Background: an optimization exercise with open tools, aiming at small area. Do not read the settings as production practice.
At most, simulation tests tie the RTL to the original design; equivalence was not proved.
Power and IR drop assume default switching activity.

==> flow/design.v <==
module baud_rate_generator (
    input  clk, rst,
    output tick
    );
    reg [1:0] a;    
    reg [2:0] b;    
    reg [4:0] c;    
    always @(posedge clk or posedge rst) begin
        if (rst) begin
            a <= 2'b0;
            b <= 3'b0;
            c <= 5'b0;
        end else begin
            a <= {a[0],   ~(a[1] ^ a[0])};
            b <= {b[1:0], ~(b[2] ^ b[1])};
            c <= {c[3:0], ~(c[4] ^ c[2])};
        end
    end
    assign tick = a[1] & b[2] & ~b[1] & ~b[0] &
                  c[4] & ~c[3] & ~c[2] & ~c[1] & ~c[0];
endmodule
module uart_transmitter (
    input        clk, rst,
    input        tx_start,
    input        sample_tick,
    input  [7:0] data_in,
    input        data_inv,
    output       tx_done,
    output       tx_data
    );
    reg [3:0] p;
    reg [3:0] tc;
    reg       tx_reg;
    wire busy = p[3] | p[2];
    wire [7:0] cnt_next = {p, tc} + {7'd0, sample_tick};
    assign tx_done = sample_tick & (&{p, tc});
    always @(posedge clk or posedge rst)
        if (rst) p[3:2] <= 2'd0;
        else if (!busy) p[3:2] <= {1'b0, tx_start};
        else p[3:2] <= cnt_next[7:6];
    always @(posedge clk)
        if (!busy) p[1:0] <= {tx_start, 1'b0};
        else p[1:0] <= cnt_next[5:4];
    always @(posedge clk)
        if (!busy) tc <= 4'd0;
        else tc <= cnt_next[3:0];
    reg dbit;
    always @(*)
        case (p[2:0])
            3'd7: dbit = data_in[0];
            3'd0: dbit = data_in[1];
            3'd1: dbit = data_in[2];
            3'd2: dbit = data_in[3];
            3'd3: dbit = data_in[4];
            3'd4: dbit = data_in[5];
            3'd5: dbit = data_in[6];
            default: dbit = data_in[7];
        endcase
    reg tx_next;
    always @(*)
        case (p)
            4'd6:  tx_next = 1'b0;
            4'd7, 4'd8, 4'd9, 4'd10, 4'd11, 4'd12, 4'd13, 4'd14:
                   tx_next = dbit ^ data_inv;
            default: tx_next = 1'b1;
        endcase
    always @(posedge clk or posedge rst)
        if (rst) tx_reg <= 1'b1;
        else tx_reg <= tx_next;
    assign tx_data = tx_reg;
endmodule
module uart_receiver (
    input        clk, rst,
    input        rx_data,
    input        sample_tick,
    output       shift,
    output       data_ready
    );
    reg [3:0] p;
    reg [3:0] tc;
    wire busy    = p[3] | p[2];
    wire bit_end = sample_tick & (&tc);
    wire [7:0] cnt_next = {p, tc} + {7'd0, sample_tick};
    assign data_ready = bit_end & (&p);
    always @(posedge clk or posedge rst)
        if (rst) p[3:2] <= 2'd0;
        else if (!busy) p[3:2] <= {1'b0, ~rx_data};
        else p[3:2] <= cnt_next[7:6];
    always @(posedge clk)
        if (!busy) p[1:0] <= {~rx_data, 1'b0};
        else p[1:0] <= cnt_next[5:4];
    always @(posedge clk)
        if (!busy) tc <= {~rx_data, 3'b0};
        else tc <= cnt_next[3:0];
    assign shift = bit_end;
endmodule
module fifo_tx_ctl (
    input         clk, rst,
    input         wr,
    input         pop,
    output [15:0] ld, keep,
    output        empty, full
    );
    reg  [15:0] v;
    wire [15:0] hole;    
    genvar i;
    generate
        for (i = 0; i < 16; i = i + 1) begin : g
            if (i == 0) begin : b0
                assign hole[0] = ~v[0];
            end else begin : bn
                assign hole[i] = ~v[i] | hole[i-1];
            end
            assign ld[i] = hole[i] | pop;
            assign keep[i] = v[i] & ~((i == 0) ? pop : ld[i-1]);
            if (i == 15) begin : top
                always @(posedge clk or posedge rst)
                    if (rst) v[15] <= 1'b0;
                    else v[15] <= (wr & hole[15]) | keep[15];
            end else begin : mid
                always @(posedge clk or posedge rst)
                    if (rst) v[i] <= 1'b0;
                    else v[i] <= v[i+1] | keep[i];
            end
        end
    endgenerate
    assign full  = ~hole[15];
    assign empty = ~|v;
endmodule
module fifo_rx_ctl (
    input         clk, rst,
    input         wr,
    input         rd,
    output [15:0] ld, keep,
    output        empty, full
    );
    reg  [4:0] c;
    assign empty = (c == 5'd0);
    assign full  = c[4];
    wire pop  = rd & ~empty;
    wire push = wr & ~full;
    wire up = push & ~pop;
    wire dn = pop & ~push;
    wire [4:0] ones, zeros;
    assign ones[0] = 1'b1;
    assign zeros[0] = 1'b1;
    genvar k;
    generate
        for (k = 1; k < 5; k = k + 1) begin : t
            assign ones[k]  = ones[k-1] & c[k-1];
            assign zeros[k] = zeros[k-1] & ~c[k-1];
        end
    endgenerate
    always @(posedge clk or posedge rst)
        if (rst) c <= 5'd0;
        else c <= c ^ (({5{up}} & ones) | ({5{dn}} & zeros));
    wire [3:0] lt_hi, eq_hi, le_lo;
    genvar i;
    generate
        for (i = 0; i < 4; i = i + 1) begin : d
            assign lt_hi[i] = pop | (~c[4] & (c[3:2] < i));
            assign eq_hi[i] = ~c[4] & (c[3:2] == i);
            assign le_lo[i] = (c[1:0] <= i);
        end
        for (i = 0; i < 16; i = i + 1) begin : g
            assign ld[i] = lt_hi[i/4] | (eq_hi[i/4] & le_lo[i%4]);
            assign keep[i] = ~ld[i];
        end
    endgenerate
endmodule
module fifo_rows (
    input  [32:0]  take, keep,
    input  [263:0] src, q,
    output [263:0] d
    );
    genvar r;
    generate
        for (r = 0; r < 33; r = r + 1) begin : row
            assign d[8*r +: 8] = ~((src[8*r +: 8] | {8{keep[r]}}) & (q[8*r +: 8] | {8{take[r]}}));
        end
    endgenerate
endmodule
module uart_top (
    input        clk, rst,
    input        read_uart, write_uart,
    input        rx_data_in,
    input  [7:0] write_data,
    output       rx_full, rx_empty, tx_full,
    output       tx_data_out,
    output [7:0] read_data
    );
    wire        tick;
    wire        rx_done, tx_done, rx_shift;
    wire        tx_empty;
    wire [15:0] tx_ld, rx_ld, tx_keep, rx_keep;
    reg  [127:0] tx_mem, rx_mem;
    reg  [7:0]   sr;
    reg          ph;
    wire [127:0] tx_next, rx_next;
    wire [7:0]   sr_next;
    always @(posedge clk or posedge rst)
        if (rst) ph <= 1'b0;
        else ph <= ~ph;
    baud_rate_generator baud_rate_gen_module (.clk(clk), .rst(rst), .tick(tick));
    uart_transmitter uart_tx_module (.clk(clk), .rst(rst), .tx_start(~tx_empty),
        .sample_tick(tick), .data_in(tx_mem[7:0]), .data_inv(ph), .tx_done(tx_done),
        .tx_data(tx_data_out));
    uart_receiver uart_rx_module (.clk(clk), .rst(rst), .rx_data(rx_data_in),
        .sample_tick(tick), .shift(rx_shift), .data_ready(rx_done));
    fifo_tx_ctl fifo_tx_module (.clk(clk), .rst(rst), .wr(write_uart), .pop(tx_done),
        .ld(tx_ld), .keep(tx_keep), .empty(tx_empty), .full(tx_full));
    fifo_rx_ctl fifo_rx_module (.clk(clk), .rst(rst), .wr(rx_done), .rd(read_uart),
        .ld(rx_ld), .keep(rx_keep), .empty(rx_empty), .full(rx_full));
    fifo_rows rows (.take({rx_shift, rx_ld, tx_ld}), .keep({~rx_shift, rx_keep, tx_keep}),
        .src({rx_data_in ^ ph, sr[7:1], sr, rx_mem[127:8], write_data ^ {8{ph}}, tx_mem[127:8]}),
        .q({sr, rx_mem, tx_mem}), .d({sr_next, rx_next, tx_next}));
    always @(posedge clk) begin
        tx_mem <= tx_next;
        rx_mem <= rx_next;
        sr     <= sr_next;
    end
    assign read_data = rx_mem[7:0] ^ {8{ph}};
endmodule
export LEC_CHECK = 0
export CAP_MARGIN = 20
export CORE_MARGIN = 2
export CORE_UTILIZATION = 70
export PLACE_DENSITY = 0.8
export SLEW_MARGIN = 20
export SYNTH_HIERARCHICAL = 1
export SYNTH_MINIMUM_KEEP_SIZE = 400
create_clock -name core_clock -period 10.0 [get_ports {clk}]
standard.sh (not shown) runs the stock make flow with config.mk's settings and CLKGATE_MAP_FILE= SYNTH_SCRIPT=/design/flow/synth_recipe.tcl, a recipe that flattens the netlist after the stock synthesis.
==> flow/flow/run.sh <==
#!/bin/bash
# Standard ORFS layout (standard synthesis unchanged), with two changes:
#  - clock tree: sink clusters of up to 20 driven by clkbuf_8, no dummy loads
#  - port buffers: the smallest buffer (buf_1) instead of the default
set -euo pipefail
export CTS_ARGS="-sink_clustering_enable -repair_clock_nets -dont_use_dummy_load -buf_list sky130_fd_sc_hd__clkbuf_8 -sink_clustering_size 20 -sink_clustering_max_diameter 70"
export BUFFER_PORTS_ARGS="-buffer_cell sky130_fd_sc_hd__buf_1"
bash standard.sh finish > layout.log 2>&1
==> next run, changes <==
--- a/flow/design.v
+++ b/flow/design.v
@@ -101,31 +101,33 @@
     output [15:0] ld, keep,
     output        empty, full
     );
     reg  [15:0] v;
-    wire [15:0] hole;    
     genvar i;
     generate
         for (i = 0; i < 16; i = i + 1) begin : g
             if (i == 0) begin : b0
-                assign hole[0] = ~v[0];
+                assign keep[0] = v[0];
             end else begin : bn
-                assign hole[i] = ~v[i] | hole[i-1];
+                assign keep[i] = v[i] & keep[i-1];
             end
-            assign ld[i] = hole[i] | pop;
-            assign keep[i] = v[i] & ~((i == 0) ? pop : ld[i-1]);
+            assign ld[i] = ~keep[i];
             if (i == 15) begin : top
                 always @(posedge clk or posedge rst)
                     if (rst) v[15] <= 1'b0;
-                    else v[15] <= (wr & hole[15]) | keep[15];
+                    else v[15] <= wr | keep[15];
+            end else if (i == 0) begin : bot
+                always @(posedge clk or posedge rst)
+                    if (rst) v[0] <= 1'b0;
+                    else v[0] <= v[0] ? ~pop : v[1];
             end else begin : mid
                 always @(posedge clk or posedge rst)
                     if (rst) v[i] <= 1'b0;
                     else v[i] <= v[i+1] | keep[i];
             end
         end
     endgenerate
-    assign full  = ~hole[15];
+    assign full  = keep[15];
     assign empty = ~|v;
 endmodule
 module fifo_rx_ctl (
     input         clk, rst,
Effect: The changed run went through all stages and came out clean; critical path depth grows by 2; die area shrinks by about 1.5%; first-iteration DRC count grows by 5.3%; wire length shrinks by 2.2%; via count shrinks by about 4.5%; final cell count shrinks by about 3%; total power grows by about 0.5%; synthesized area shrinks by 1.6%; design area shrinks by about 1.5%; clock-buffer cell count does not change; synthesized cell count shrinks by about 3.2%.
Function not checked in the first run of this note: the RTL went through the layout flow alone.

## static timing again, ports no longer ideal
The results above use ideal ports. As a check the final layouts listed here were re-extracted and re-timed, cells and wires unchanged. Step 1 (the two cells are an assumption about what drives the block):
set clk [get_ports {clk}]
set_driving_cell -lib_cell sky130_fd_sc_hd__clkbuf_16 $clk
set_driving_cell -lib_cell sky130_fd_sc_hd__buf_2 [delete_from_list [all_inputs] $clk]
Step 2 also shifts input and output timing later by t, the mid clock arrival at the registers, as if the neighbouring blocks saw the same clock. Slacks: no drivers / after step 1 / after step 2; pairs: no drivers / after step 1.
run | shift t [ns] | setup WS [ns] | clock arrival spread, ns
the first run | 0.556 | 5.877 / 5.837 / 5.836 | 0.047 / 0.048
the second run | 0.542 | 4.668 / 4.631 / 5.173 | 0.033 / 0.033
After both steps every run listed still meets setup and hold. For the first run, which loses most, drivers alone change the setup slack by -0.040 ns; drivers and shift together by -0.041 ns.
